Context: an optimization exercise on an open-source flow, tuned for small area and a short achievable clock period. The choices shown serve that exercise and are no tape-out recipe.
No run shown here included a check of the RTL's function; only the layout flow was run.

==> flow/design.v <==
module a_s(s_in, c_in, y, s_out, c_out, qp2, qp1, qn1, qn2);
   input  [24:0] s_in;
   input  [24:0] c_in;
   input  [22:0] y;
   output [24:0] s_out;
   output [24:0] c_out;
   output        qp2, qp1, qn1, qn2;
   wire [26:0] a = {s_in, 2'b00};
   wire [26:0] b = {c_in, 2'b00};
   a_s_sel sel(.a(a), .b(b), .y(y), .q({qp2, qp1, qn1, qn2}));
   a_s_csa csa(.a(a), .b(b), .y(y), .q({qp2, qp1, qn1, qn2}),
               .s_out(s_out), .c_out(c_out));
endmodule
module a_s_sel(a, b, y, q);
   input  [26:0] a;
   input  [26:0] b;
   input  [22:0] y;
   output [3:0]  q;
   wire [6:0] est = a[26:20] + b[26:20];
   div_nr_wsticky qds(.yt(y[22:20]), .est(est), .q(q));
endmodule
module a_s_csa(a, b, y, q, s_out, c_out);
   input  [26:0] a;
   input  [26:0] b;
   input  [22:0] y;
   input  [3:0]  q;
   output [24:0] s_out;
   output [24:0] c_out;
   wire qp2 = q[3], qp1 = q[2], qn1 = q[1], qn2 = q[0];
   wire [26:0] d1 = {3'b000, 1'b1, y};
   wire [26:0] d2 = {2'b00, 1'b1, y, 1'b0};
   wire [26:0] m = ({27{qp1}} & ~d1) | ({27{qp2}} & ~d2) | ({27{qn1}} & d1) | ({27{qn2}} & d2);
   wire [26:0] bb = {b[26:1], qp1 | qp2};
   wire [26:0] sum = a ^ bb ^ m;
   wire [26:0] cy  = (a & bb) | (a & m) | (bb & m);
   assign s_out = sum[24:0];
   assign c_out = {cy[23:0], 1'b0};
endmodule
module div_nr_wsticky(yt, est, q);
   input  [2:0] yt;
   input  [6:0] est;
   output reg [3:0] q;
   always @(*) begin
      case ({yt, est})
         10'd0: q = 4'b0000;
         10'd1: q = 4'b0000;
         10'd2: q = 4'b0000;
         10'd3: q = 4'b0000;
         10'd4: q = 4'b0100;
         10'd5: q = 4'b0100;
         10'd6: q = 4'b0100;
         10'd7: q = 4'b0100;
         10'd8: q = 4'b0100;
         10'd9: q = 4'b0100;
         10'd10: q = 4'b0100;
         10'd11: q = 4'b0100;
         10'd12: q = 4'b1000;
         10'd13: q = 4'b1000;
         10'd14: q = 4'b1000;
         10'd15: q = 4'b1000;
         10'd16: q = 4'b1000;
         10'd17: q = 4'b1000;
         10'd18: q = 4'b1000;
         10'd19: q = 4'b1000;
         10'd20: q = 4'b1000;
         10'd21: q = 4'b1000;
         10'd22: q = 4'b1000;
         10'd23: q = 4'b1000;
         10'd24: q = 4'b1000;
         10'd25: q = 4'b1000;
         10'd26: q = 4'b1000;
         10'd27: q = 4'b1000;
         10'd28: q = 4'b1000;
         10'd29: q = 4'b1000;
         10'd30: q = 4'b1000;
         10'd31: q = 4'b1000;
         10'd32: q = 4'b1000;
         10'd33: q = 4'b1000;
         10'd34: q = 4'b1000;
         10'd35: q = 4'b1000;
         10'd36: q = 4'b1000;
         10'd37: q = 4'b1000;
         10'd38: q = 4'b1000;
         10'd39: q = 4'b1000;
         10'd40: q = 4'b1000;
         10'd41: q = 4'b1000;
         10'd42: q = 4'b1000;
         10'd43: q = 4'b1000;
         10'd44: q = 4'b1000;
         10'd45: q = 4'b1000;
         10'd46: q = 4'b1000;
         10'd47: q = 4'b1000;
         10'd48: q = 4'b1000;
         10'd49: q = 4'b1000;
         10'd50: q = 4'b1000;
         10'd51: q = 4'b1000;
         10'd52: q = 4'b1000;
         10'd53: q = 4'b1000;
         10'd54: q = 4'b1000;
         10'd55: q = 4'b1000;
         10'd56: q = 4'b1000;
         10'd57: q = 4'b1000;
         10'd58: q = 4'b1000;
         10'd59: q = 4'b1000;
         10'd60: q = 4'b1000;
         10'd61: q = 4'b1000;
         10'd62: q = 4'b1000;
         10'd63: q = 4'b1000;
         10'd64: q = 4'b0001;
         10'd65: q = 4'b0001;
         10'd66: q = 4'b0001;
         10'd67: q = 4'b0001;
         10'd68: q = 4'b0001;
         10'd69: q = 4'b0001;
         10'd70: q = 4'b0001;
         10'd71: q = 4'b0001;
         10'd72: q = 4'b0001;
         10'd73: q = 4'b0001;
         10'd74: q = 4'b0001;
         10'd75: q = 4'b0001;
         10'd76: q = 4'b0001;
         10'd77: q = 4'b0001;
         10'd78: q = 4'b0001;
         10'd79: q = 4'b0001;
         10'd80: q = 4'b0001;
         10'd81: q = 4'b0001;
         10'd82: q = 4'b0001;
         10'd83: q = 4'b0001;
         10'd84: q = 4'b0001;
         10'd85: q = 4'b0001;
         10'd86: q = 4'b0001;
         10'd87: q = 4'b0001;
         10'd88: q = 4'b0001;
         10'd89: q = 4'b0001;
         10'd90: q = 4'b0001;
         10'd91: q = 4'b0001;
         10'd92: q = 4'b0001;
         10'd93: q = 4'b0001;
         10'd94: q = 4'b0001;
         10'd95: q = 4'b0001;
         10'd96: q = 4'b0001;
         10'd97: q = 4'b0001;
         10'd98: q = 4'b0001;
         10'd99: q = 4'b0001;
         10'd100: q = 4'b0001;
         10'd101: q = 4'b0001;
         10'd102: q = 4'b0001;
         10'd103: q = 4'b0001;
         10'd104: q = 4'b0001;
         10'd105: q = 4'b0001;
         10'd106: q = 4'b0001;
         10'd107: q = 4'b0001;
         10'd108: q = 4'b0001;
         10'd109: q = 4'b0001;
         10'd110: q = 4'b0001;
         10'd111: q = 4'b0001;
         10'd112: q = 4'b0001;
         10'd113: q = 4'b0001;
         10'd114: q = 4'b0001;
         10'd115: q = 4'b0010;
         10'd116: q = 4'b0010;
         10'd117: q = 4'b0010;
         10'd118: q = 4'b0010;
         10'd119: q = 4'b0010;
         10'd120: q = 4'b0010;
         10'd121: q = 4'b0010;
         10'd122: q = 4'b0010;
         10'd123: q = 4'b0010;
         10'd124: q = 4'b0000;
         10'd125: q = 4'b0000;
         10'd126: q = 4'b0000;
         10'd127: q = 4'b0000;
         10'd128: q = 4'b0000;
         10'd129: q = 4'b0000;
         10'd130: q = 4'b0000;
         10'd131: q = 4'b0000;
         10'd132: q = 4'b0100;
         10'd133: q = 4'b0100;
         10'd134: q = 4'b0100;
         10'd135: q = 4'b0100;
         10'd136: q = 4'b0100;
         10'd137: q = 4'b0100;
         10'd138: q = 4'b0100;
         10'd139: q = 4'b0100;
         10'd140: q = 4'b0100;
         10'd141: q = 4'b0100;
         10'd142: q = 4'b1000;
         10'd143: q = 4'b1000;
         10'd144: q = 4'b1000;
         10'd145: q = 4'b1000;
         10'd146: q = 4'b1000;
         10'd147: q = 4'b1000;
         10'd148: q = 4'b1000;
         10'd149: q = 4'b1000;
         10'd150: q = 4'b1000;
         10'd151: q = 4'b1000;
         10'd152: q = 4'b1000;
         10'd153: q = 4'b1000;
         10'd154: q = 4'b1000;
         10'd155: q = 4'b1000;
         10'd156: q = 4'b1000;
         10'd157: q = 4'b1000;
         10'd158: q = 4'b1000;
         10'd159: q = 4'b1000;
         10'd160: q = 4'b1000;
         10'd161: q = 4'b1000;
         10'd162: q = 4'b1000;
         10'd163: q = 4'b1000;
         10'd164: q = 4'b1000;
         10'd165: q = 4'b1000;
         10'd166: q = 4'b1000;
         10'd167: q = 4'b1000;
         10'd168: q = 4'b1000;
         10'd169: q = 4'b1000;
         10'd170: q = 4'b1000;
         10'd171: q = 4'b1000;
         10'd172: q = 4'b1000;
         10'd173: q = 4'b1000;
         10'd174: q = 4'b1000;
         10'd175: q = 4'b1000;
         10'd176: q = 4'b1000;
         10'd177: q = 4'b1000;
         10'd178: q = 4'b1000;
         10'd179: q = 4'b1000;
         10'd180: q = 4'b1000;
         10'd181: q = 4'b1000;
         10'd182: q = 4'b1000;
         10'd183: q = 4'b1000;
         10'd184: q = 4'b1000;
         10'd185: q = 4'b1000;
         10'd186: q = 4'b1000;
         10'd187: q = 4'b1000;
         10'd188: q = 4'b1000;
         10'd189: q = 4'b1000;
         10'd190: q = 4'b1000;
         10'd191: q = 4'b1000;
         10'd192: q = 4'b0001;
         10'd193: q = 4'b0001;
         10'd194: q = 4'b0001;
         10'd195: q = 4'b0001;
         10'd196: q = 4'b0001;
         10'd197: q = 4'b0001;
         10'd198: q = 4'b0001;
         10'd199: q = 4'b0001;
         10'd200: q = 4'b0001;
         10'd201: q = 4'b0001;
         10'd202: q = 4'b0001;
         10'd203: q = 4'b0001;
         10'd204: q = 4'b0001;
         10'd205: q = 4'b0001;
         10'd206: q = 4'b0001;
         10'd207: q = 4'b0001;
         10'd208: q = 4'b0001;
         10'd209: q = 4'b0001;
         10'd210: q = 4'b0001;
         10'd211: q = 4'b0001;
         10'd212: q = 4'b0001;
         10'd213: q = 4'b0001;
         10'd214: q = 4'b0001;
         10'd215: q = 4'b0001;
         10'd216: q = 4'b0001;
         10'd217: q = 4'b0001;
         10'd218: q = 4'b0001;
         10'd219: q = 4'b0001;
         10'd220: q = 4'b0001;
         10'd221: q = 4'b0001;
         10'd222: q = 4'b0001;
         10'd223: q = 4'b0001;
         10'd224: q = 4'b0001;
         10'd225: q = 4'b0001;
         10'd226: q = 4'b0001;
         10'd227: q = 4'b0001;
         10'd228: q = 4'b0001;
         10'd229: q = 4'b0001;
         10'd230: q = 4'b0001;
         10'd231: q = 4'b0001;
         10'd232: q = 4'b0001;
         10'd233: q = 4'b0001;
         10'd234: q = 4'b0001;
         10'd235: q = 4'b0001;
         10'd236: q = 4'b0001;
         10'd237: q = 4'b0001;
         10'd238: q = 4'b0001;
         10'd239: q = 4'b0001;
         10'd240: q = 4'b0001;
         10'd241: q = 4'b0010;
         10'd242: q = 4'b0010;
         10'd243: q = 4'b0010;
         10'd244: q = 4'b0010;
         10'd245: q = 4'b0010;
         10'd246: q = 4'b0010;
         10'd247: q = 4'b0010;
         10'd248: q = 4'b0010;
         10'd249: q = 4'b0010;
         10'd250: q = 4'b0000;
         10'd251: q = 4'b0000;
         10'd252: q = 4'b0000;
         10'd253: q = 4'b0000;
         10'd254: q = 4'b0000;
         10'd255: q = 4'b0000;
         10'd256: q = 4'b0000;
         10'd257: q = 4'b0000;
         10'd258: q = 4'b0000;
         10'd259: q = 4'b0000;
         10'd260: q = 4'b0100;
         10'd261: q = 4'b0100;
         10'd262: q = 4'b0100;
         10'd263: q = 4'b0100;
         10'd264: q = 4'b0100;
         10'd265: q = 4'b0100;
         10'd266: q = 4'b0100;
         10'd267: q = 4'b0100;
         10'd268: q = 4'b0100;
         10'd269: q = 4'b0100;
         10'd270: q = 4'b0100;
         10'd271: q = 4'b1000;
         10'd272: q = 4'b1000;
         10'd273: q = 4'b1000;
         10'd274: q = 4'b1000;
         10'd275: q = 4'b1000;
         10'd276: q = 4'b1000;
         10'd277: q = 4'b1000;
         10'd278: q = 4'b1000;
         10'd279: q = 4'b1000;
         10'd280: q = 4'b1000;
         10'd281: q = 4'b1000;
         10'd282: q = 4'b1000;
         10'd283: q = 4'b1000;
         10'd284: q = 4'b1000;
         10'd285: q = 4'b1000;
         10'd286: q = 4'b1000;
         10'd287: q = 4'b1000;
         10'd288: q = 4'b1000;
         10'd289: q = 4'b1000;
         10'd290: q = 4'b1000;
         10'd291: q = 4'b1000;
         10'd292: q = 4'b1000;
         10'd293: q = 4'b1000;
         10'd294: q = 4'b1000;
         10'd295: q = 4'b1000;
         10'd296: q = 4'b1000;
         10'd297: q = 4'b1000;
         10'd298: q = 4'b1000;
         10'd299: q = 4'b1000;
         10'd300: q = 4'b1000;
         10'd301: q = 4'b1000;
         10'd302: q = 4'b1000;
         10'd303: q = 4'b1000;
         10'd304: q = 4'b1000;
         10'd305: q = 4'b1000;
         10'd306: q = 4'b1000;
         10'd307: q = 4'b1000;
         10'd308: q = 4'b1000;
         10'd309: q = 4'b1000;
         10'd310: q = 4'b1000;
         10'd311: q = 4'b1000;
         10'd312: q = 4'b1000;
         10'd313: q = 4'b1000;
         10'd314: q = 4'b1000;
         10'd315: q = 4'b1000;
         10'd316: q = 4'b1000;
         10'd317: q = 4'b1000;
         10'd318: q = 4'b1000;
         10'd319: q = 4'b1000;
         10'd320: q = 4'b0001;
         10'd321: q = 4'b0001;
         10'd322: q = 4'b0001;
         10'd323: q = 4'b0001;
         10'd324: q = 4'b0001;
         10'd325: q = 4'b0001;
         10'd326: q = 4'b0001;
         10'd327: q = 4'b0001;
         10'd328: q = 4'b0001;
         10'd329: q = 4'b0001;
         10'd330: q = 4'b0001;
         10'd331: q = 4'b0001;
         10'd332: q = 4'b0001;
         10'd333: q = 4'b0001;
         10'd334: q = 4'b0001;
         10'd335: q = 4'b0001;
         10'd336: q = 4'b0001;
         10'd337: q = 4'b0001;
         10'd338: q = 4'b0001;
         10'd339: q = 4'b0001;
         10'd340: q = 4'b0001;
         10'd341: q = 4'b0001;
         10'd342: q = 4'b0001;
         10'd343: q = 4'b0001;
         10'd344: q = 4'b0001;
         10'd345: q = 4'b0001;
         10'd346: q = 4'b0001;
         10'd347: q = 4'b0001;
         10'd348: q = 4'b0001;
         10'd349: q = 4'b0001;
         10'd350: q = 4'b0001;
         10'd351: q = 4'b0001;
         10'd352: q = 4'b0001;
         10'd353: q = 4'b0001;
         10'd354: q = 4'b0001;
         10'd355: q = 4'b0001;
         10'd356: q = 4'b0001;
         10'd357: q = 4'b0001;
         10'd358: q = 4'b0001;
         10'd359: q = 4'b0001;
         10'd360: q = 4'b0001;
         10'd361: q = 4'b0001;
         10'd362: q = 4'b0001;
         10'd363: q = 4'b0001;
         10'd364: q = 4'b0001;
         10'd365: q = 4'b0001;
         10'd366: q = 4'b0001;
         10'd367: q = 4'b0001;
         10'd368: q = 4'b0010;
         10'd369: q = 4'b0010;
         10'd370: q = 4'b0010;
         10'd371: q = 4'b0010;
         10'd372: q = 4'b0010;
         10'd373: q = 4'b0010;
         10'd374: q = 4'b0010;
         10'd375: q = 4'b0010;
         10'd376: q = 4'b0010;
         10'd377: q = 4'b0010;
         10'd378: q = 4'b0000;
         10'd379: q = 4'b0000;
         10'd380: q = 4'b0000;
         10'd381: q = 4'b0000;
         10'd382: q = 4'b0000;
         10'd383: q = 4'b0000;
         10'd384: q = 4'b0000;
         10'd385: q = 4'b0000;
         10'd386: q = 4'b0000;
         10'd387: q = 4'b0000;
         10'd388: q = 4'b0100;
         10'd389: q = 4'b0100;
         10'd390: q = 4'b0100;
         10'd391: q = 4'b0100;
         10'd392: q = 4'b0100;
         10'd393: q = 4'b0100;
         10'd394: q = 4'b0100;
         10'd395: q = 4'b0100;
         10'd396: q = 4'b0100;
         10'd397: q = 4'b0100;
         10'd398: q = 4'b0100;
         10'd399: q = 4'b0100;
         10'd400: q = 4'b1000;
         10'd401: q = 4'b1000;
         10'd402: q = 4'b1000;
         10'd403: q = 4'b1000;
         10'd404: q = 4'b1000;
         10'd405: q = 4'b1000;
         10'd406: q = 4'b1000;
         10'd407: q = 4'b1000;
         10'd408: q = 4'b1000;
         10'd409: q = 4'b1000;
         10'd410: q = 4'b1000;
         10'd411: q = 4'b1000;
         10'd412: q = 4'b1000;
         10'd413: q = 4'b1000;
         10'd414: q = 4'b1000;
         10'd415: q = 4'b1000;
         10'd416: q = 4'b1000;
         10'd417: q = 4'b1000;
         10'd418: q = 4'b1000;
         10'd419: q = 4'b1000;
         10'd420: q = 4'b1000;
         10'd421: q = 4'b1000;
         10'd422: q = 4'b1000;
         10'd423: q = 4'b1000;
         10'd424: q = 4'b1000;
         10'd425: q = 4'b1000;
         10'd426: q = 4'b1000;
         10'd427: q = 4'b1000;
         10'd428: q = 4'b1000;
         10'd429: q = 4'b1000;
         10'd430: q = 4'b1000;
         10'd431: q = 4'b1000;
         10'd432: q = 4'b1000;
         10'd433: q = 4'b1000;
         10'd434: q = 4'b1000;
         10'd435: q = 4'b1000;
         10'd436: q = 4'b1000;
         10'd437: q = 4'b1000;
         10'd438: q = 4'b1000;
         10'd439: q = 4'b1000;
         10'd440: q = 4'b1000;
         10'd441: q = 4'b1000;
         10'd442: q = 4'b1000;
         10'd443: q = 4'b1000;
         10'd444: q = 4'b1000;
         10'd445: q = 4'b1000;
         10'd446: q = 4'b1000;
         10'd447: q = 4'b1000;
         10'd448: q = 4'b0001;
         10'd449: q = 4'b0001;
         10'd450: q = 4'b0001;
         10'd451: q = 4'b0001;
         10'd452: q = 4'b0001;
         10'd453: q = 4'b0001;
         10'd454: q = 4'b0001;
         10'd455: q = 4'b0001;
         10'd456: q = 4'b0001;
         10'd457: q = 4'b0001;
         10'd458: q = 4'b0001;
         10'd459: q = 4'b0001;
         10'd460: q = 4'b0001;
         10'd461: q = 4'b0001;
         10'd462: q = 4'b0001;
         10'd463: q = 4'b0001;
         10'd464: q = 4'b0001;
         10'd465: q = 4'b0001;
         10'd466: q = 4'b0001;
         10'd467: q = 4'b0001;
         10'd468: q = 4'b0001;
         10'd469: q = 4'b0001;
         10'd470: q = 4'b0001;
         10'd471: q = 4'b0001;
         10'd472: q = 4'b0001;
         10'd473: q = 4'b0001;
         10'd474: q = 4'b0001;
         10'd475: q = 4'b0001;
         10'd476: q = 4'b0001;
         10'd477: q = 4'b0001;
         10'd478: q = 4'b0001;
         10'd479: q = 4'b0001;
         10'd480: q = 4'b0001;
         10'd481: q = 4'b0001;
         10'd482: q = 4'b0001;
         10'd483: q = 4'b0001;
         10'd484: q = 4'b0001;
         10'd485: q = 4'b0001;
         10'd486: q = 4'b0001;
         10'd487: q = 4'b0001;
         10'd488: q = 4'b0001;
         10'd489: q = 4'b0001;
         10'd490: q = 4'b0001;
         10'd491: q = 4'b0001;
         10'd492: q = 4'b0001;
         10'd493: q = 4'b0001;
         10'd494: q = 4'b0010;
         10'd495: q = 4'b0010;
         10'd496: q = 4'b0010;
         10'd497: q = 4'b0010;
         10'd498: q = 4'b0010;
         10'd499: q = 4'b0010;
         10'd500: q = 4'b0010;
         10'd501: q = 4'b0010;
         10'd502: q = 4'b0010;
         10'd503: q = 4'b0010;
         10'd504: q = 4'b0010;
         10'd505: q = 4'b0010;
         10'd506: q = 4'b0000;
         10'd507: q = 4'b0000;
         10'd508: q = 4'b0000;
         10'd509: q = 4'b0000;
         10'd510: q = 4'b0000;
         10'd511: q = 4'b0000;
         10'd512: q = 4'b0000;
         10'd513: q = 4'b0000;
         10'd514: q = 4'b0000;
         10'd515: q = 4'b0000;
         10'd516: q = 4'b0000;
         10'd517: q = 4'b0000;
         10'd518: q = 4'b0100;
         10'd519: q = 4'b0100;
         10'd520: q = 4'b0100;
         10'd521: q = 4'b0100;
         10'd522: q = 4'b0100;
         10'd523: q = 4'b0100;
         10'd524: q = 4'b0100;
         10'd525: q = 4'b0100;
         10'd526: q = 4'b0100;
         10'd527: q = 4'b0100;
         10'd528: q = 4'b0100;
         10'd529: q = 4'b0100;
         10'd530: q = 4'b1000;
         10'd531: q = 4'b1000;
         10'd532: q = 4'b1000;
         10'd533: q = 4'b1000;
         10'd534: q = 4'b1000;
         10'd535: q = 4'b1000;
         10'd536: q = 4'b1000;
         10'd537: q = 4'b1000;
         10'd538: q = 4'b1000;
         10'd539: q = 4'b1000;
         10'd540: q = 4'b1000;
         10'd541: q = 4'b1000;
         10'd542: q = 4'b1000;
         10'd543: q = 4'b1000;
         10'd544: q = 4'b1000;
         10'd545: q = 4'b1000;
         10'd546: q = 4'b1000;
         10'd547: q = 4'b1000;
         10'd548: q = 4'b1000;
         10'd549: q = 4'b1000;
         10'd550: q = 4'b1000;
         10'd551: q = 4'b1000;
         10'd552: q = 4'b1000;
         10'd553: q = 4'b1000;
         10'd554: q = 4'b1000;
         10'd555: q = 4'b1000;
         10'd556: q = 4'b1000;
         10'd557: q = 4'b1000;
         10'd558: q = 4'b1000;
         10'd559: q = 4'b1000;
         10'd560: q = 4'b1000;
         10'd561: q = 4'b1000;
         10'd562: q = 4'b1000;
         10'd563: q = 4'b1000;
         10'd564: q = 4'b1000;
         10'd565: q = 4'b1000;
         10'd566: q = 4'b1000;
         10'd567: q = 4'b1000;
         10'd568: q = 4'b1000;
         10'd569: q = 4'b1000;
         10'd570: q = 4'b1000;
         10'd571: q = 4'b1000;
         10'd572: q = 4'b1000;
         10'd573: q = 4'b1000;
         10'd574: q = 4'b1000;
         10'd575: q = 4'b1000;
         10'd576: q = 4'b0001;
         10'd577: q = 4'b0001;
         10'd578: q = 4'b0001;
         10'd579: q = 4'b0001;
         10'd580: q = 4'b0001;
         10'd581: q = 4'b0001;
         10'd582: q = 4'b0001;
         10'd583: q = 4'b0001;
         10'd584: q = 4'b0001;
         10'd585: q = 4'b0001;
         10'd586: q = 4'b0001;
         10'd587: q = 4'b0001;
         10'd588: q = 4'b0001;
         10'd589: q = 4'b0001;
         10'd590: q = 4'b0001;
         10'd591: q = 4'b0001;
         10'd592: q = 4'b0001;
         10'd593: q = 4'b0001;
         10'd594: q = 4'b0001;
         10'd595: q = 4'b0001;
         10'd596: q = 4'b0001;
         10'd597: q = 4'b0001;
         10'd598: q = 4'b0001;
         10'd599: q = 4'b0001;
         10'd600: q = 4'b0001;
         10'd601: q = 4'b0001;
         10'd602: q = 4'b0001;
         10'd603: q = 4'b0001;
         10'd604: q = 4'b0001;
         10'd605: q = 4'b0001;
         10'd606: q = 4'b0001;
         10'd607: q = 4'b0001;
         10'd608: q = 4'b0001;
         10'd609: q = 4'b0001;
         10'd610: q = 4'b0001;
         10'd611: q = 4'b0001;
         10'd612: q = 4'b0001;
         10'd613: q = 4'b0001;
         10'd614: q = 4'b0001;
         10'd615: q = 4'b0001;
         10'd616: q = 4'b0001;
         10'd617: q = 4'b0001;
         10'd618: q = 4'b0001;
         10'd619: q = 4'b0001;
         10'd620: q = 4'b0010;
         10'd621: q = 4'b0010;
         10'd622: q = 4'b0010;
         10'd623: q = 4'b0010;
         10'd624: q = 4'b0010;
         10'd625: q = 4'b0010;
         10'd626: q = 4'b0010;
         10'd627: q = 4'b0010;
         10'd628: q = 4'b0010;
         10'd629: q = 4'b0010;
         10'd630: q = 4'b0010;
         10'd631: q = 4'b0010;
         10'd632: q = 4'b0000;
         10'd633: q = 4'b0000;
         10'd634: q = 4'b0000;
         10'd635: q = 4'b0000;
         10'd636: q = 4'b0000;
         10'd637: q = 4'b0000;
         10'd638: q = 4'b0000;
         10'd639: q = 4'b0000;
         10'd640: q = 4'b0000;
         10'd641: q = 4'b0000;
         10'd642: q = 4'b0000;
         10'd643: q = 4'b0000;
         10'd644: q = 4'b0000;
         10'd645: q = 4'b0000;
         10'd646: q = 4'b0100;
         10'd647: q = 4'b0100;
         10'd648: q = 4'b0100;
         10'd649: q = 4'b0100;
         10'd650: q = 4'b0100;
         10'd651: q = 4'b0100;
         10'd652: q = 4'b0100;
         10'd653: q = 4'b0100;
         10'd654: q = 4'b0100;
         10'd655: q = 4'b0100;
         10'd656: q = 4'b0100;
         10'd657: q = 4'b0100;
         10'd658: q = 4'b0100;
         10'd659: q = 4'b0100;
         10'd660: q = 4'b1000;
         10'd661: q = 4'b1000;
         10'd662: q = 4'b1000;
         10'd663: q = 4'b1000;
         10'd664: q = 4'b1000;
         10'd665: q = 4'b1000;
         10'd666: q = 4'b1000;
         10'd667: q = 4'b1000;
         10'd668: q = 4'b1000;
         10'd669: q = 4'b1000;
         10'd670: q = 4'b1000;
         10'd671: q = 4'b1000;
         10'd672: q = 4'b1000;
         10'd673: q = 4'b1000;
         10'd674: q = 4'b1000;
         10'd675: q = 4'b1000;
         10'd676: q = 4'b1000;
         10'd677: q = 4'b1000;
         10'd678: q = 4'b1000;
         10'd679: q = 4'b1000;
         10'd680: q = 4'b1000;
         10'd681: q = 4'b1000;
         10'd682: q = 4'b1000;
         10'd683: q = 4'b1000;
         10'd684: q = 4'b1000;
         10'd685: q = 4'b1000;
         10'd686: q = 4'b1000;
         10'd687: q = 4'b1000;
         10'd688: q = 4'b1000;
         10'd689: q = 4'b1000;
         10'd690: q = 4'b1000;
         10'd691: q = 4'b1000;
         10'd692: q = 4'b1000;
         10'd693: q = 4'b1000;
         10'd694: q = 4'b1000;
         10'd695: q = 4'b1000;
         10'd696: q = 4'b1000;
         10'd697: q = 4'b1000;
         10'd698: q = 4'b1000;
         10'd699: q = 4'b1000;
         10'd700: q = 4'b1000;
         10'd701: q = 4'b1000;
         10'd702: q = 4'b1000;
         10'd703: q = 4'b1000;
         10'd704: q = 4'b0001;
         10'd705: q = 4'b0001;
         10'd706: q = 4'b0001;
         10'd707: q = 4'b0001;
         10'd708: q = 4'b0001;
         10'd709: q = 4'b0001;
         10'd710: q = 4'b0001;
         10'd711: q = 4'b0001;
         10'd712: q = 4'b0001;
         10'd713: q = 4'b0001;
         10'd714: q = 4'b0001;
         10'd715: q = 4'b0001;
         10'd716: q = 4'b0001;
         10'd717: q = 4'b0001;
         10'd718: q = 4'b0001;
         10'd719: q = 4'b0001;
         10'd720: q = 4'b0001;
         10'd721: q = 4'b0001;
         10'd722: q = 4'b0001;
         10'd723: q = 4'b0001;
         10'd724: q = 4'b0001;
         10'd725: q = 4'b0001;
         10'd726: q = 4'b0001;
         10'd727: q = 4'b0001;
         10'd728: q = 4'b0001;
         10'd729: q = 4'b0001;
         10'd730: q = 4'b0001;
         10'd731: q = 4'b0001;
         10'd732: q = 4'b0001;
         10'd733: q = 4'b0001;
         10'd734: q = 4'b0001;
         10'd735: q = 4'b0001;
         10'd736: q = 4'b0001;
         10'd737: q = 4'b0001;
         10'd738: q = 4'b0001;
         10'd739: q = 4'b0001;
         10'd740: q = 4'b0001;
         10'd741: q = 4'b0001;
         10'd742: q = 4'b0001;
         10'd743: q = 4'b0001;
         10'd744: q = 4'b0001;
         10'd745: q = 4'b0001;
         10'd746: q = 4'b0001;
         10'd747: q = 4'b0001;
         10'd748: q = 4'b0010;
         10'd749: q = 4'b0010;
         10'd750: q = 4'b0010;
         10'd751: q = 4'b0010;
         10'd752: q = 4'b0010;
         10'd753: q = 4'b0010;
         10'd754: q = 4'b0010;
         10'd755: q = 4'b0010;
         10'd756: q = 4'b0010;
         10'd757: q = 4'b0010;
         10'd758: q = 4'b0010;
         10'd759: q = 4'b0010;
         10'd760: q = 4'b0000;
         10'd761: q = 4'b0000;
         10'd762: q = 4'b0000;
         10'd763: q = 4'b0000;
         10'd764: q = 4'b0000;
         10'd765: q = 4'b0000;
         10'd766: q = 4'b0000;
         10'd767: q = 4'b0000;
         10'd768: q = 4'b0000;
         10'd769: q = 4'b0000;
         10'd770: q = 4'b0000;
         10'd771: q = 4'b0000;
         10'd772: q = 4'b0000;
         10'd773: q = 4'b0000;
         10'd774: q = 4'b0000;
         10'd775: q = 4'b0000;
         10'd776: q = 4'b0100;
         10'd777: q = 4'b0100;
         10'd778: q = 4'b0100;
         10'd779: q = 4'b0100;
         10'd780: q = 4'b0100;
         10'd781: q = 4'b0100;
         10'd782: q = 4'b0100;
         10'd783: q = 4'b0100;
         10'd784: q = 4'b0100;
         10'd785: q = 4'b0100;
         10'd786: q = 4'b0100;
         10'd787: q = 4'b0100;
         10'd788: q = 4'b1000;
         10'd789: q = 4'b1000;
         10'd790: q = 4'b1000;
         10'd791: q = 4'b1000;
         10'd792: q = 4'b1000;
         10'd793: q = 4'b1000;
         10'd794: q = 4'b1000;
         10'd795: q = 4'b1000;
         10'd796: q = 4'b1000;
         10'd797: q = 4'b1000;
         10'd798: q = 4'b1000;
         10'd799: q = 4'b1000;
         10'd800: q = 4'b1000;
         10'd801: q = 4'b1000;
         10'd802: q = 4'b1000;
         10'd803: q = 4'b1000;
         10'd804: q = 4'b1000;
         10'd805: q = 4'b1000;
         10'd806: q = 4'b1000;
         10'd807: q = 4'b1000;
         10'd808: q = 4'b1000;
         10'd809: q = 4'b1000;
         10'd810: q = 4'b1000;
         10'd811: q = 4'b1000;
         10'd812: q = 4'b1000;
         10'd813: q = 4'b1000;
         10'd814: q = 4'b1000;
         10'd815: q = 4'b1000;
         10'd816: q = 4'b1000;
         10'd817: q = 4'b1000;
         10'd818: q = 4'b1000;
         10'd819: q = 4'b1000;
         10'd820: q = 4'b1000;
         10'd821: q = 4'b1000;
         10'd822: q = 4'b1000;
         10'd823: q = 4'b1000;
         10'd824: q = 4'b1000;
         10'd825: q = 4'b1000;
         10'd826: q = 4'b1000;
         10'd827: q = 4'b1000;
         10'd828: q = 4'b1000;
         10'd829: q = 4'b1000;
         10'd830: q = 4'b1000;
         10'd831: q = 4'b1000;
         10'd832: q = 4'b0001;
         10'd833: q = 4'b0001;
         10'd834: q = 4'b0001;
         10'd835: q = 4'b0001;
         10'd836: q = 4'b0001;
         10'd837: q = 4'b0001;
         10'd838: q = 4'b0001;
         10'd839: q = 4'b0001;
         10'd840: q = 4'b0001;
         10'd841: q = 4'b0001;
         10'd842: q = 4'b0001;
         10'd843: q = 4'b0001;
         10'd844: q = 4'b0001;
         10'd845: q = 4'b0001;
         10'd846: q = 4'b0001;
         10'd847: q = 4'b0001;
         10'd848: q = 4'b0001;
         10'd849: q = 4'b0001;
         10'd850: q = 4'b0001;
         10'd851: q = 4'b0001;
         10'd852: q = 4'b0001;
         10'd853: q = 4'b0001;
         10'd854: q = 4'b0001;
         10'd855: q = 4'b0001;
         10'd856: q = 4'b0001;
         10'd857: q = 4'b0001;
         10'd858: q = 4'b0001;
         10'd859: q = 4'b0001;
         10'd860: q = 4'b0001;
         10'd861: q = 4'b0001;
         10'd862: q = 4'b0001;
         10'd863: q = 4'b0001;
         10'd864: q = 4'b0001;
         10'd865: q = 4'b0001;
         10'd866: q = 4'b0001;
         10'd867: q = 4'b0001;
         10'd868: q = 4'b0001;
         10'd869: q = 4'b0001;
         10'd870: q = 4'b0001;
         10'd871: q = 4'b0001;
         10'd872: q = 4'b0001;
         10'd873: q = 4'b0001;
         10'd874: q = 4'b0010;
         10'd875: q = 4'b0010;
         10'd876: q = 4'b0010;
         10'd877: q = 4'b0010;
         10'd878: q = 4'b0010;
         10'd879: q = 4'b0010;
         10'd880: q = 4'b0010;
         10'd881: q = 4'b0010;
         10'd882: q = 4'b0010;
         10'd883: q = 4'b0010;
         10'd884: q = 4'b0010;
         10'd885: q = 4'b0010;
         10'd886: q = 4'b0010;
         10'd887: q = 4'b0010;
         10'd888: q = 4'b0000;
         10'd889: q = 4'b0000;
         10'd890: q = 4'b0000;
         10'd891: q = 4'b0000;
         10'd892: q = 4'b0000;
         10'd893: q = 4'b0000;
         10'd894: q = 4'b0000;
         10'd895: q = 4'b0000;
         10'd896: q = 4'b0000;
         10'd897: q = 4'b0000;
         10'd898: q = 4'b0000;
         10'd899: q = 4'b0000;
         10'd900: q = 4'b0000;
         10'd901: q = 4'b0000;
         10'd902: q = 4'b0000;
         10'd903: q = 4'b0000;
         10'd904: q = 4'b0100;
         10'd905: q = 4'b0100;
         10'd906: q = 4'b0100;
         10'd907: q = 4'b0100;
         10'd908: q = 4'b0100;
         10'd909: q = 4'b0100;
         10'd910: q = 4'b0100;
         10'd911: q = 4'b0100;
         10'd912: q = 4'b0100;
         10'd913: q = 4'b0100;
         10'd914: q = 4'b0100;
         10'd915: q = 4'b0100;
         10'd916: q = 4'b0100;
         10'd917: q = 4'b0100;
         10'd918: q = 4'b0100;
         10'd919: q = 4'b0100;
         10'd920: q = 4'b1000;
         10'd921: q = 4'b1000;
         10'd922: q = 4'b1000;
         10'd923: q = 4'b1000;
         10'd924: q = 4'b1000;
         10'd925: q = 4'b1000;
         10'd926: q = 4'b1000;
         10'd927: q = 4'b1000;
         10'd928: q = 4'b1000;
         10'd929: q = 4'b1000;
         10'd930: q = 4'b1000;
         10'd931: q = 4'b1000;
         10'd932: q = 4'b1000;
         10'd933: q = 4'b1000;
         10'd934: q = 4'b1000;
         10'd935: q = 4'b1000;
         10'd936: q = 4'b1000;
         10'd937: q = 4'b1000;
         10'd938: q = 4'b1000;
         10'd939: q = 4'b1000;
         10'd940: q = 4'b1000;
         10'd941: q = 4'b1000;
         10'd942: q = 4'b1000;
         10'd943: q = 4'b1000;
         10'd944: q = 4'b1000;
         10'd945: q = 4'b1000;
         10'd946: q = 4'b1000;
         10'd947: q = 4'b1000;
         10'd948: q = 4'b1000;
         10'd949: q = 4'b1000;
         10'd950: q = 4'b1000;
         10'd951: q = 4'b1000;
         10'd952: q = 4'b1000;
         10'd953: q = 4'b1000;
         10'd954: q = 4'b1000;
         10'd955: q = 4'b1000;
         10'd956: q = 4'b1000;
         10'd957: q = 4'b1000;
         10'd958: q = 4'b1000;
         10'd959: q = 4'b1000;
         10'd960: q = 4'b0001;
         10'd961: q = 4'b0001;
         10'd962: q = 4'b0001;
         10'd963: q = 4'b0001;
         10'd964: q = 4'b0001;
         10'd965: q = 4'b0001;
         10'd966: q = 4'b0001;
         10'd967: q = 4'b0001;
         10'd968: q = 4'b0001;
         10'd969: q = 4'b0001;
         10'd970: q = 4'b0001;
         10'd971: q = 4'b0001;
         10'd972: q = 4'b0001;
         10'd973: q = 4'b0001;
         10'd974: q = 4'b0001;
         10'd975: q = 4'b0001;
         10'd976: q = 4'b0001;
         10'd977: q = 4'b0001;
         10'd978: q = 4'b0001;
         10'd979: q = 4'b0001;
         10'd980: q = 4'b0001;
         10'd981: q = 4'b0001;
         10'd982: q = 4'b0001;
         10'd983: q = 4'b0001;
         10'd984: q = 4'b0001;
         10'd985: q = 4'b0001;
         10'd986: q = 4'b0001;
         10'd987: q = 4'b0001;
         10'd988: q = 4'b0001;
         10'd989: q = 4'b0001;
         10'd990: q = 4'b0001;
         10'd991: q = 4'b0001;
         10'd992: q = 4'b0001;
         10'd993: q = 4'b0001;
         10'd994: q = 4'b0001;
         10'd995: q = 4'b0001;
         10'd996: q = 4'b0001;
         10'd997: q = 4'b0001;
         10'd998: q = 4'b0001;
         10'd999: q = 4'b0001;
         10'd1000: q = 4'b0010;
         10'd1001: q = 4'b0010;
         10'd1002: q = 4'b0010;
         10'd1003: q = 4'b0010;
         10'd1004: q = 4'b0010;
         10'd1005: q = 4'b0010;
         10'd1006: q = 4'b0010;
         10'd1007: q = 4'b0010;
         10'd1008: q = 4'b0010;
         10'd1009: q = 4'b0010;
         10'd1010: q = 4'b0010;
         10'd1011: q = 4'b0010;
         10'd1012: q = 4'b0010;
         10'd1013: q = 4'b0010;
         10'd1014: q = 4'b0010;
         10'd1015: q = 4'b0010;
         10'd1016: q = 4'b0000;
         10'd1017: q = 4'b0000;
         10'd1018: q = 4'b0000;
         10'd1019: q = 4'b0000;
         10'd1020: q = 4'b0000;
         10'd1021: q = 4'b0000;
         10'd1022: q = 4'b0000;
         10'd1023: q = 4'b0000;
         default: q = 4'b0000;
      endcase
   end
endmodule
module FP_div(FP_A, FP_B, clk, ce, FP_Z);
   localparam K = 2;
   input  [31:0] FP_A;
   input  [31:0] FP_B;
   input         clk;
   input         ce;
   output [31:0] FP_Z;
   reg    [31:0] FP_Z;
   wire [24:0]  s1, c1;
   wire [K-1:0] p2_1, p1_1, n1_1, n2_1;
   wire [1:0]   cls1;
   wire         sign1;
   wire [7:0]   exp1;
   wire [3:0]   qk1;
   fp_div_s1 #(K) st1(.FP_A(FP_A), .FP_B(FP_B), .s(s1), .c(c1), .qk(qk1),
                      .p2(p2_1), .p1(p1_1), .n1(n1_1), .n2(n2_1),
                      .cls(cls1), .sign(sign1), .expo(exp1));
   reg [24:0]  s_r, c_r;
   reg [22:0]  y_r;
   reg [K-1:0] p2_r, p1_r, n1_r, n2_r;
   reg [1:0]   cls_r;
   reg         sign_r;
   reg [7:0]   exp_r;
   reg [3:0]   qk_r;
   always @(posedge clk) begin
      if (ce) begin
         qk_r <= qk1;
         s_r <= s1;
         c_r <= c1;
         y_r <= FP_B[22:0];
         p2_r <= p2_1;
         p1_r <= p1_1;
         n1_r <= n1_1;
         n2_r <= n2_1;
         cls_r <= cls1;
         sign_r <= sign1;
         exp_r <= exp1;
      end
   end
   wire [31:0] z;
   fp_div_s2 #(K) st2(.s(s_r), .c(c_r), .qk(qk_r), .y(y_r), .p2(p2_r), .p1(p1_r), .n1(n1_r), .n2(n2_r),
                      .cls(cls_r), .sign(sign_r), .expo(exp_r), .z(z));
   always @(posedge clk)
      if (ce)
         FP_Z <= z;
endmodule
module fp_div_s1(FP_A, FP_B, s, c, qk, p2, p1, n1, n2, cls, sign, expo);
   parameter K = 2;
   input  [31:0]  FP_A;
   input  [31:0]  FP_B;
   output [24:0]  s, c;
   output [3:0]   qk;
   output [K-1:0] p2, p1, n1, n2;
   output [1:0]   cls;
   output         sign;
   output [7:0]   expo;
   wire [7:0] ea = FP_A[30:23];
   wire [7:0] eb = FP_B[30:23];
   wire fa_z = (FP_A[22:0] == 23'd0);
   wire fb_z = (FP_B[22:0] == 23'd0);
   wire nan1  = (&ea & ~fa_z) | (&eb & ~fb_z);
   wire inf1  = (&ea) | (&eb) | (eb == 8'd0);
   wire zero1 = (ea == 8'd0) & fa_z;
   wire hi = (FP_A[22:0] >= FP_B[22:0]);
   wire [8:0] en = {1'b0, ea} - {1'b0, eb} + 9'd126 + {8'd0, hi};
   wire ovf = (en[8:7] == 2'b10) | (en == 9'd255);
   wire unf = (en[8:7] == 2'b11) | (en[7:0] == 8'd0);
   assign cls = nan1 ? 2'd3 : (inf1 | ovf) ? 2'd2 : (zero1 | unf) ? 2'd1 : 2'd0;
   assign sign = FP_A[31] ^ FP_B[31];
   assign expo = en[7:0];
   wire [24:0] sr [1:K];
   wire [24:0] cr [1:K];
   wire [26:0] x4 = hi ? {3'b000, 1'b1, FP_A[22:0]} : {2'b00, 1'b1, FP_A[22:0], 1'b0};
   wire [3:0]  q0;
   a_s_sel sel0(.a(x4), .b(27'd0), .y(FP_B[22:0]), .q(q0));
   a_s_csa csa0(.a(x4), .b(27'd0), .y(FP_B[22:0]), .q(q0), .s_out(sr[1]), .c_out(cr[1]));
   assign {p2[K-1], p1[K-1], n1[K-1], n2[K-1]} = q0;
   genvar i;
   generate
      for (i = 1; i < K; i = i + 1) begin : row
         a_s r(.s_in(sr[i]), .c_in(cr[i]), .y(FP_B[22:0]),
               .s_out(sr[i+1]), .c_out(cr[i+1]),
               .qp2(p2[K-1-i]), .qp1(p1[K-1-i]), .qn1(n1[K-1-i]), .qn2(n2[K-1-i]));
      end
   endgenerate
   assign s = sr[K];
   assign c = cr[K];
   a_s_sel selk(.a({sr[K], 2'b00}), .b({cr[K], 2'b00}), .y(FP_B[22:0]), .q(qk));
endmodule
module fp_div_s2(s, c, qk, y, p2, p1, n1, n2, cls, sign, expo, z);
   parameter K = 2;
   input  [24:0]  s, c;
   input  [3:0]   qk;
   input  [22:0]  y;
   input  [K-1:0] p2, p1, n1, n2;
   input  [1:0]   cls;
   input          sign;
   input  [7:0]   expo;
   output [31:0]  z;
   wire [24:0] sr [0:12-K];
   wire [24:0] cr [0:12-K];
   wire [11-K:0] p2_2, p1_2, n1_2, n2_2;
   assign sr[0] = s;
   assign cr[0] = c;
   genvar i;
   assign {p2_2[11-K], p1_2[11-K], n1_2[11-K], n2_2[11-K]} = qk;
   a_s_csa r0(.a({sr[0], 2'b00}), .b({cr[0], 2'b00}), .y(y), .q(qk), .s_out(sr[1]), .c_out(cr[1]));
   generate
      for (i = 1; i < 12 - K; i = i + 1) begin : row
         a_s r(.s_in(sr[i]), .c_in(cr[i]), .y(y),
               .s_out(sr[i+1]), .c_out(cr[i+1]),
               .qp2(p2_2[11-K-i]), .qp1(p1_2[11-K-i]), .qn1(n1_2[11-K-i]), .qn2(n2_2[11-K-i]));
      end
   endgenerate
   wire [11:0] a2 = {p2, p2_2}, a1 = {p1, p1_2}, b1 = {n1, n1_2}, b2 = {n2, n2_2};
   wire [23:0] qp, qn;
   generate
      for (i = 0; i < 12; i = i + 1) begin : dig
         assign qp[2*i+1:2*i] = {a2[i], a1[i]};
         assign qn[2*i+1:2*i] = {b2[i], b1[i]};
      end
   endgenerate
   wire [21:0] q0 = qp[21:0] - qn[21:0];
   wire [21:0] qm = qp[21:0] - qn[21:0] - 22'd1;
   wire [26:0] d1 = {3'b000, 1'b1, y};
   wire [26:0] wmd = {sr[12-K], 2'b00} + {cr[12-K], 2'b00} - d1;
   wire [26:0] wpd = {sr[12-K], 2'b00} + {cr[12-K], 2'b00} + d1;
   wire up = ~wmd[26];
   wire dn = wpd[26];
   wire [22:0] man = up ? {q0, 1'b1} : dn ? {qm, 1'b1} : {q0, 1'b0};
   reg [30:0] zz;
   always @(*) begin
      case (cls)
         2'd3: zz = {8'hff, 23'h400000};
         2'd2: zz = {8'hff, 23'd0};
         2'd1: zz = 31'd0;
         default: zz = {expo, man};
      endcase
   end
   assign z = {sign, zz};
endmodule
==> flow/flow/run.sh <==
#!/bin/bash
# The standard layout, except that synthesis does not extract full and half
# adders into the library's adder cells (ADDER_MAP_FILE empty): the adder
# cells are slow, and they cut the logic into pieces that ABC maps one by one,
# so ABC can not see the real critical paths.  Everything else, including the
# synthesis script, is the standard flow's own.  make's output goes to standard.log; the
# ORFS tools keep their own logs under orfs/logs.
set -euo pipefail
bash standard.sh ADDER_MAP_FILE= finish > standard.log 2>&1
==> flow/standard.sh <==
#!/bin/bash
# synth_recipe.tcl (not shown) runs the flow's synth.tcl, then flattens the netlist and writes it again
# the make line also repeats each setting of config.mk as NAME=value (left out here)
make -C /OpenROAD-flow-scripts/flow DESIGN_CONFIG=/design/flow/config.mk WORK_HOME=/design/flow/orfs CLKGATE_MAP_FILE= SYNTH_SCRIPT=/design/flow/synth_recipe.tcl "${@:-finish}"
==> flow/config.mk <==
export PLATFORM = sky130hd
export DESIGN_NAME = FP_div
export DESIGN_NICKNAME = FP_div
export VERILOG_FILES = /design/flow/design.v
export SDC_FILE = /design/flow/constraint.sdc
export NUM_CORES = 4
export LEC_CHECK = 0
export ABC_AREA = 1
export CAP_MARGIN = 60
export CORE_MARGIN = 2
export CORE_UTILIZATION = 55
export PLACE_DENSITY = 0.7
export SLEW_MARGIN = 60
==> flow/constraint.sdc <==
create_clock -name core_clock -period 80.0 [get_ports {clk}]
set_input_delay 16.0000 -clock core_clock [delete_from_list [all_inputs] [get_ports {clk}]]
set_output_delay 16.0000 -clock core_clock [all_outputs]
set_load 0.01 [all_outputs]
==> results of run 1 <==
==> kinds of logic (layout without fill, tap and decap cells) <==
kind of cell              Yosys count  in the layout
buffers and inverters            1040           1021
DFF                               118            118
muxes                               1              1
and+or+nand+nor                  4021           4021
xor gates and xnor gates          213            213
AOI/OAI and AO/OA                 896            896
==> final timing paths <==
kind                               start  endpoint  slack, ns
worst max-delay path            FP_B[22]   qk_r[1]      54.19
worst max register to register   y_r[21]   FP_Z[5]      56.21
worst min-delay path              sign_r  FP_Z[31]       0.45
worst min register to register    sign_r  FP_Z[31]       0.45
==> final cells by class <==
cell class / count / area share
clock inverter: 13 / 0.00425
sequential: 118 / 0.0962
inverter: 823 / 0.0850
tap: 855 / 0.0290
multi-input combinational: 5131 / 0.732
clock buffer: 19 / 0.0118
timing repair buffer: 166 / 0.0413
==> per-layer routing <==
metal  GRT usage  vias to the layer above
li1            -                    20300
met1       0.441                    18000
met2       0.568                     1490
met3      0.0291                      262
met4       0.136                        0
met5           0                        -
==> stage by stage <==
step / hold slack, ns / utilization / std cells / worst slack, ns
2_1_floorplan: 0.400 / - / 6289 / 56.54
3_3_place_gp: 0.403 / 0.562 / 7076 / 53.96
3_5_place_dp: 0.422 / 0.565 / 7088 / 53.99
4_1_cts: 0.448 / 0.574 / 7120 / 54.38
5_1_grt: 0.454 / 0.575 / 7125 / 53.13
6_report: 0.450 / 0.575 / 7125 / 54.19
==> flip-flops by register name, indices dropped and copies added (netlist names), 2 cells and up <==
signal  cells
cls_r       2
qk_r        4
FP_Z       32
s_r        23
c_r        21
y_r        23
exp_r       8
==> cells in the final DEF, fill, tap and decap left out, types with 28 or more instances in the layout <==
cell type,synthesis,final
nand2_2,445,446
nor2_1,606,604
clkdlybuf4s50_1,0,96
nor3_1,49,49
a21oi_2,28,28
nand3_2,111,110
a221oi_1,62,62
edfxtp_1,118,118
nor2_2,117,119
or2_2,55,55
xnor2_1,44,44
nand2_1,1814,1813
xor2_1,168,168
o21ai_1,39,42
o22ai_1,145,145
a21oi_1,229,229
clkinv_1,38,37
buf_4,14,62
nor2_4,39,39
nand2_4,94,94
inv_2,67,78
nand4_1,126,126
inv_1,699,688
o21ai_0,260,257
nand3_1,499,499
==> summary.txt, run 1 <==
status=timing/DRC/antenna clean; crit path max fanout=44; Reg clk slew, reported paths=0.06 ns; Residual DRC=0; Slew headroom=0.565; Worst EP required=about 80 ns; setup TNS=0 ns; largest family of logic cells by synthesized area=simple AND/OR/NAND/NOR gates; H-tree levels=4; clk sink count=118; syn nets=about 6400; Arrival @ worst endpoint=between 20 and 30 ns; CTS tree=yes; initial antenna violation count=0; most frequent cells after synthesis=nand2_1 (1814), inv_1 (699), nor2_1 (606); Syn Inst Count=roughly 6300; Multi-input gate area=27000 um^2; DRT antenna net count=0; vias in the first global route=35700; fraction of the mapped netlist area in simple logic gates=0.551; FF-to-FF path depth=~170; DR WL met3=around 7900 um; Top Layer Used=met4; Seq cells post-synth=roughly 120; std cell rows=93; IO buf count=97; Crit. End Element=flip-flop; global-route wire length before repair=185000 um; cell family with most CP delay=simple AND/OR/NAND/NOR gates; Synth Area per Inst=about 5.7 um^2; DIE AREA=66700 um^2; routed vias/inst=approximately 5.6; routed vias=~40000; FF+latch area=~3500 um^2; Post-CTS Setup Bufs=0; CTS Buffer Depth=2; routed wl met2=52600 um; max-cap viol count=0; dpl hpwl=around 92000 um; Synth cell types=75; Die X-Extent=258 um; layout cell share with drive strength beyond 1=0.181; CP most frequent cell=nand2_1; XOR/XNOR Fraction of Synth Area=0.0527; Diodes inserted=0; pin count of the biggest net entering global routing=67; count leader, synth=nand2_1; WL/cell=roughly 16 um; adder-cell share of the synthesized area=0; Area growth syn-to-layout=3.66%; Root Buffer=clkbuf_16; CP Depth=57; drt total wl=115000 um; hold buffers post-CTS=0; layout net count=around 6300; Hold Crit Class=reg2reg; Final Max Slew Viols=0; Synth warnings=4; Num CTS Buffers=17; starting density of the core=0.554; global router's overall resource usage=0.336; RSZ-0062 raised after global routing=false; post-synthesis mux area share=0.000282; synth top area cells=nand2_1 (19%), edfxtp_1 (10%), nand2_2 (7.8%); CP max-delay cell=a221oi_1; worst-skew pair later-pin latency=0.42 ns; Initial DRC Count=between 3000 and 4000; Worst Skew=between 0.009 and 0.01 ns; Final Hold Vio Count=0; drt pass-1 iters=6; GRT overflow=0; Fmax=0.0387 GHz; worst-margin pin slew=0.645 ns; Final Cell Area=around 37000 um^2; CP Launch Type=input pin; Synth Area in Compound Gates=0.155; EDFF count, synth=about 120; io pins=98; area post-placement=roughly 36000 um^2; final RePlAce weighted congestion=between 0.9 and 1; worst path bufs/invs=15; asr flop ratio synth=0; Post-Synthesis Cell Area=35500 um^2; critical path class=in2reg; Core Area=64100 um^2; slowest stage delay, CP=~0.59 ns; sequential area share after synthesis=0.0997; min cycle time layout=roughly 26 ns; Tcrit/Tclk final=0.323; met1 wire length=between 40000 and 50000 um; hold path depth=0; Final setup viols=0; # fillers=6731; CTS resizes=0; leading area contributor after synthesis=nand2_1; area share of the largest cell type after synthesis=0.192; Main synth FF type=edfxtp_1; height of the die=between 200 and 300 um
==> inputs of run 2 (changes only) <==
--- a/flow/design.v
+++ b/flow/design.v
@@ -1070,6 +1070,24 @@
       endcase
    end
 endmodule
+module qds_cmp(yt, est, q);
+   input  [2:0] yt;
+   input  [6:0] est;
+   output [3:0] q;
+   wire [6:0] t_m1 = (yt == 3'd0) ? -7'sd13 : (yt == 3'd1) ? -7'sd15 : (yt == 3'd2) ? -7'sd16 :
+                     (yt == 3'd3) ? -7'sd18 : (yt == 3'd4) ? -7'sd20 : (yt == 3'd5) ? -7'sd20 :
+                     (yt == 3'd6) ? -7'sd22 : -7'sd24;
+   wire [6:0] t_0  = (yt == 3'd0) ? -7'sd4 : (yt[2] == 1'b0) ? -7'sd6 : -7'sd8;
+   wire [6:0] t_1  = (yt[2] == 1'b0) ? 7'sd4 : (yt[1] == 1'b0) ? 7'sd6 : 7'sd8;
+   wire [6:0] t_2  = (yt == 3'd0) ? 7'sd12 : (yt == 3'd1) ? 7'sd14 : (yt == 3'd2) ? 7'sd15 :
+                     (yt == 3'd3) ? 7'sd16 : (yt == 3'd4) ? 7'sd18 : (yt == 3'd5) ? 7'sd20 :
+                     (yt == 3'd6) ? 7'sd20 : 7'sd24;
+   wire ge_m1 = $signed(est) >= $signed(t_m1);
+   wire ge_0  = $signed(est) >= $signed(t_0);
+   wire ge_1  = $signed(est) >= $signed(t_1);
+   wire ge_2  = $signed(est) >= $signed(t_2);
+   assign q = {ge_2, ge_1 & ~ge_2, ge_m1 & ~ge_0, ~ge_m1};
+endmodule
 module FP_div(FP_A, FP_B, clk, ce, FP_Z);
    localparam K = 2;
    input  [31:0] FP_A;
@@ -1083,8 +1101,8 @@
    wire [1:0]   cls1;
    wire         sign1;
    wire [7:0]   exp1;
-   wire [3:0]   qk1;
-   fp_div_s1 #(K) st1(.FP_A(FP_A), .FP_B(FP_B), .s(s1), .c(c1), .qk(qk1),
+   wire [6:0]   ek1;
+   fp_div_s1 #(K) st1(.FP_A(FP_A), .FP_B(FP_B), .s(s1), .c(c1), .ek(ek1),
                       .p2(p2_1), .p1(p1_1), .n1(n1_1), .n2(n2_1),
                       .cls(cls1), .sign(sign1), .expo(exp1));
    reg [24:0]  s_r, c_r;
@@ -1093,10 +1111,10 @@
    reg [1:0]   cls_r;
    reg         sign_r;
    reg [7:0]   exp_r;
-   reg [3:0]   qk_r;
+   reg [6:0]   ek_r;
    always @(posedge clk) begin
       if (ce) begin
-         qk_r <= qk1;
+         ek_r <= ek1;
          s_r <= s1;
          c_r <= c1;
          y_r <= FP_B[22:0];
@@ -1110,18 +1128,18 @@
       end
    end
    wire [31:0] z;
-   fp_div_s2 #(K) st2(.s(s_r), .c(c_r), .qk(qk_r), .y(y_r), .p2(p2_r), .p1(p1_r), .n1(n1_r), .n2(n2_r),
+   fp_div_s2 #(K) st2(.s(s_r), .c(c_r), .ek(ek_r), .y(y_r), .p2(p2_r), .p1(p1_r), .n1(n1_r), .n2(n2_r),
                       .cls(cls_r), .sign(sign_r), .expo(exp_r), .z(z));
    always @(posedge clk)
       if (ce)
          FP_Z <= z;
 endmodule
-module fp_div_s1(FP_A, FP_B, s, c, qk, p2, p1, n1, n2, cls, sign, expo);
+module fp_div_s1(FP_A, FP_B, s, c, ek, p2, p1, n1, n2, cls, sign, expo);
    parameter K = 2;
    input  [31:0]  FP_A;
    input  [31:0]  FP_B;
    output [24:0]  s, c;
-   output [3:0]   qk;
+   output [6:0]   ek;
    output [K-1:0] p2, p1, n1, n2;
    output [1:0]   cls;
    output         sign;
@@ -1157,12 +1175,12 @@
    endgenerate
    assign s = sr[K];
    assign c = cr[K];
-   a_s_sel selk(.a({sr[K], 2'b00}), .b({cr[K], 2'b00}), .y(FP_B[22:0]), .q(qk));
+   assign ek = sr[K][24:18] + cr[K][24:18];
 endmodule
-module fp_div_s2(s, c, qk, y, p2, p1, n1, n2, cls, sign, expo, z);
+module fp_div_s2(s, c, ek, y, p2, p1, n1, n2, cls, sign, expo, z);
    parameter K = 2;
    input  [24:0]  s, c;
-   input  [3:0]   qk;
+   input  [6:0]   ek;
    input  [22:0]  y;
    input  [K-1:0] p2, p1, n1, n2;
    input  [1:0]   cls;
@@ -1175,6 +1193,8 @@
    assign sr[0] = s;
    assign cr[0] = c;
    genvar i;
+   wire [3:0] qk;
+   qds_cmp qdsk(.yt(y[22:20]), .est(ek), .q(qk));
    assign {p2_2[11-K], p1_2[11-K], n1_2[11-K], n2_2[11-K]} = qk;
    a_s_csa r0(.a({sr[0], 2'b00}), .b({cr[0], 2'b00}), .y(y), .q(qk), .s_out(sr[1]), .c_out(cr[1]));
    generate
==> run 2 against run 1 <==
Net effect:
- non-clock buffer count is 1 lower
- highest routed layer is now met5
- largest cell class unchanged
- clock skew is 0.015 ns higher
- sequential share of layout area is 0.069 points higher
- routed wire length is 8.7% higher
- fmax is 1.8% lower
- setup slack worse by 0.48 ns
- still clean on timing, DRC and antenna
- core utilization is 0.10 points lower
- via count is 3.9% higher
- cell count is 2.0% higher
==> summary.txt, run 2 <==
origin of the worst setup path=y_r[21]; CTS tree=yes; EDFF count, synth=121; Final Max Slew Viols=0; CP most frequent cell=nand2_1; Area growth syn-to-layout=3.73%; Core Area=about 65000 um^2; initial antenna violation count=1; FF-to-FF path depth=between 150 and 200; commonest non-fill, non-tap cells in the layout=nand2_1 (1956), inv_1 (690), nor2_1 (624); max reg flops=32; most frequent cells after synthesis=nand2_1 (1960), inv_1 (695), nor2_1 (625); layout cell share with drive strength beyond 1=0.168; global router's overall resource usage=0.355; routed vias/inst=5.73; Synth warnings=4; worst-margin pin slew=between 0.5 and 0.6 ns; Largest regs=FP_Z: 32 flops, s_r: 23 flops, y_r: 23 flops; starting density of the core=0.553; setup TNS=0 ns; Crit. End Element=flip-flop; Post-Synthesis Cell Area=roughly 36000 um^2; min setup slack post-route=roughly 54 ns; GRT met1 Usage=0.451; layout net count=~6500; DRT antenna net count=0; IO buf count=97; global-route wire length before repair=around 190000 um; pin count of the biggest net entering global routing=between 70 and 80; synth top area cells=nand2_1 (20%), edfxtp_1 (10%), nand2_2 (7.6%); WL/cell=17.2 um; Num CTS Buffers=17; CP Launch Type=flip-flop; Root Buffer=clkbuf_16; Reg clk slew, reported paths=~0.06 ns; dpl hpwl=99000 um; Final Hold Vio Count=0; CTS resizes=0; Main synth FF type=edfxtp_1; reg2reg setup slack=~54 ns; layer with the highest usage=met2; post-place setup slack=54.23 ns; Post-CTS Setup Bufs=0; drt pass-1 iters=6; height of the die=260 um; GRT overflow=0; reg2reg end=FP_Z[20]; CTS Buffer Depth=2; clk sink count=around 120; final RePlAce weighted congestion=roughly 1; routing usage on met2=0.606; H-tree levels=4; hold_sp=sign_r; M3 GR Usage=0.0371; worst setup path end=FP_Z[20]; routed vias=41600; max-cap viol count=0; Syn Inst Count=6416; Arrival @ worst endpoint=26.48 ns; count leader, synth=nand2_1; Initial DRC Count=approximately 4400; drt total wl=about 130000 um; std cell rows=94; Synth Area per Inst=between 5 and 6 um^2; Synth cell types=between 70 and 80; commonest non-fill, non-tap cell in the layout=nand2_1; Slew headroom=0.601; Diodes inserted=0; Tcrit/Tclk final=0.329; worst-skew pair later-pin latency=roughly 0.44 ns; Hold Crit Class=reg2reg; Worst Skew=0.0249 ns; status=timing/DRC/antenna clean; Residual DRC=0; WHS=0.434 ns; crit path max fanout=29; Seq cells post-synth=121; Fmax=between 0.03 and 0.04 GHz; FF-to-FF Start=y_r[21]; CP max-delay cell=buf_4; sequential area share after synthesis=0.100; critical path class=reg2reg; slowest stage delay, CP=0.54 ns; hold buffers post-CTS=0; syn nets=around 6500; Reg with most FFs=FP_Z; Final setup viols=0; leading area contributor after synthesis=nand2_1; io pins=98; Die X-Extent=about 260 um; vias in the first global route=about 37000; area share of the largest cell type after synthesis=0.203; DIE AREA=roughly 68000 um^2; Final Cell Area=between 30000 and 40000 um^2; asr flop ratio synth=0; area post-placement=around 37000 um^2; Worst EP required=80.19 ns; min cycle time layout=between 20 and 30 ns; RSZ-0062 raised after global routing=false
## run 2: layer usage
metal  part of all wire  vias up
met4              0.047        2
met5           0.000088        -
met3              0.078      383
met2               0.46     1876
met1               0.41    18600
li1                   -    20800
## run 2: worst min-delay path by stage
stage / end / slack (ns) / cells past startpoint
final: FP_Z[31] / 0.43 / 0
after global routing: FP_Z[31] / 0.45 / 0
after CTS: FP_Z[31] / 0.44 / 0
after detailed placement: FP_Z[31] / 0.41 / 0
after global placement: FP_Z[31] / 0.42 / 0
after floorplan: FP_Z[31] / 0.40 / 0
## run 2: area by class of cell
class | instances | area [um^2]
clock buffers | 17 | 425
clock inverters | 15 | 164
fillers | 6810 | 27900
inverters | 797 | 3020
multi-input cells | 5286 | 27600
flip-flops and latches | 121 | 3630
well taps | 864 | 1080
repair buffers | 165 | 1540
## run 2: kinds of logic (layout without fill, tap and decap cells)
family / after synthesis / in the layout / synth area share
compound gates: 863 / 863 / 0.147
xor+xnor: 256 / 256 / 0.0634
fa+ha+maj: 1 / 1 / 0.000277
buf+inv: 1009 / 994 / 0.137
flops: 121 / 121 / 0.100
simple gates: 4166 / 4166 / 0.551
## run 2: worst max-delay path, delay by kind of cell, from the launching register on
family | cells | cell delay, ns
compound gates | 11 | 2.71
simple gates | 159 | 20.34
flops | 1 | 0.37
buf+inv | 19 | 2.42
## run 2: through the flow
stage	instances	util
global route	7265	0.574
global placement	7208	0.560
CTS	7262	0.572
finish	7265	0.574
detailed placement	7230	0.563
floorplan	6416	-

-- static timing again, ports no longer ideal --
In the flow no input, the clock included, has a driving cell. The finished layouts below were timed again as built, in two steps. Step 1, drivers: a clkbuf_16 drives clk and a buf_2 each remaining input, both assumed. Step 2 times the ports against the registers' clock, not the clock port: input delays grow and output delays shrink by t, the midpoint of the rising clock arrivals with the driver on. Three values: no drivers, after step 1, after step 2; two values: the first two.
run	t (ns)	setup slack, ns	hold slack, ns	worst setup path after step 2	clock arrival spread, ns
run 1	0.474	54.186 / 54.219 / 53.745	0.450 / 0.450 / 0.450	input to register	0.014 / 0.014
run 2	0.473	53.706 / 53.706 / 53.706	0.434 / 0.434 / 0.434	register to register	0.025 / 0.025
After both steps every run listed still meets setup and hold. The setup slack of run 1, which loses most, moves by +0.033 ns with the drivers and by -0.441 ns with both steps.
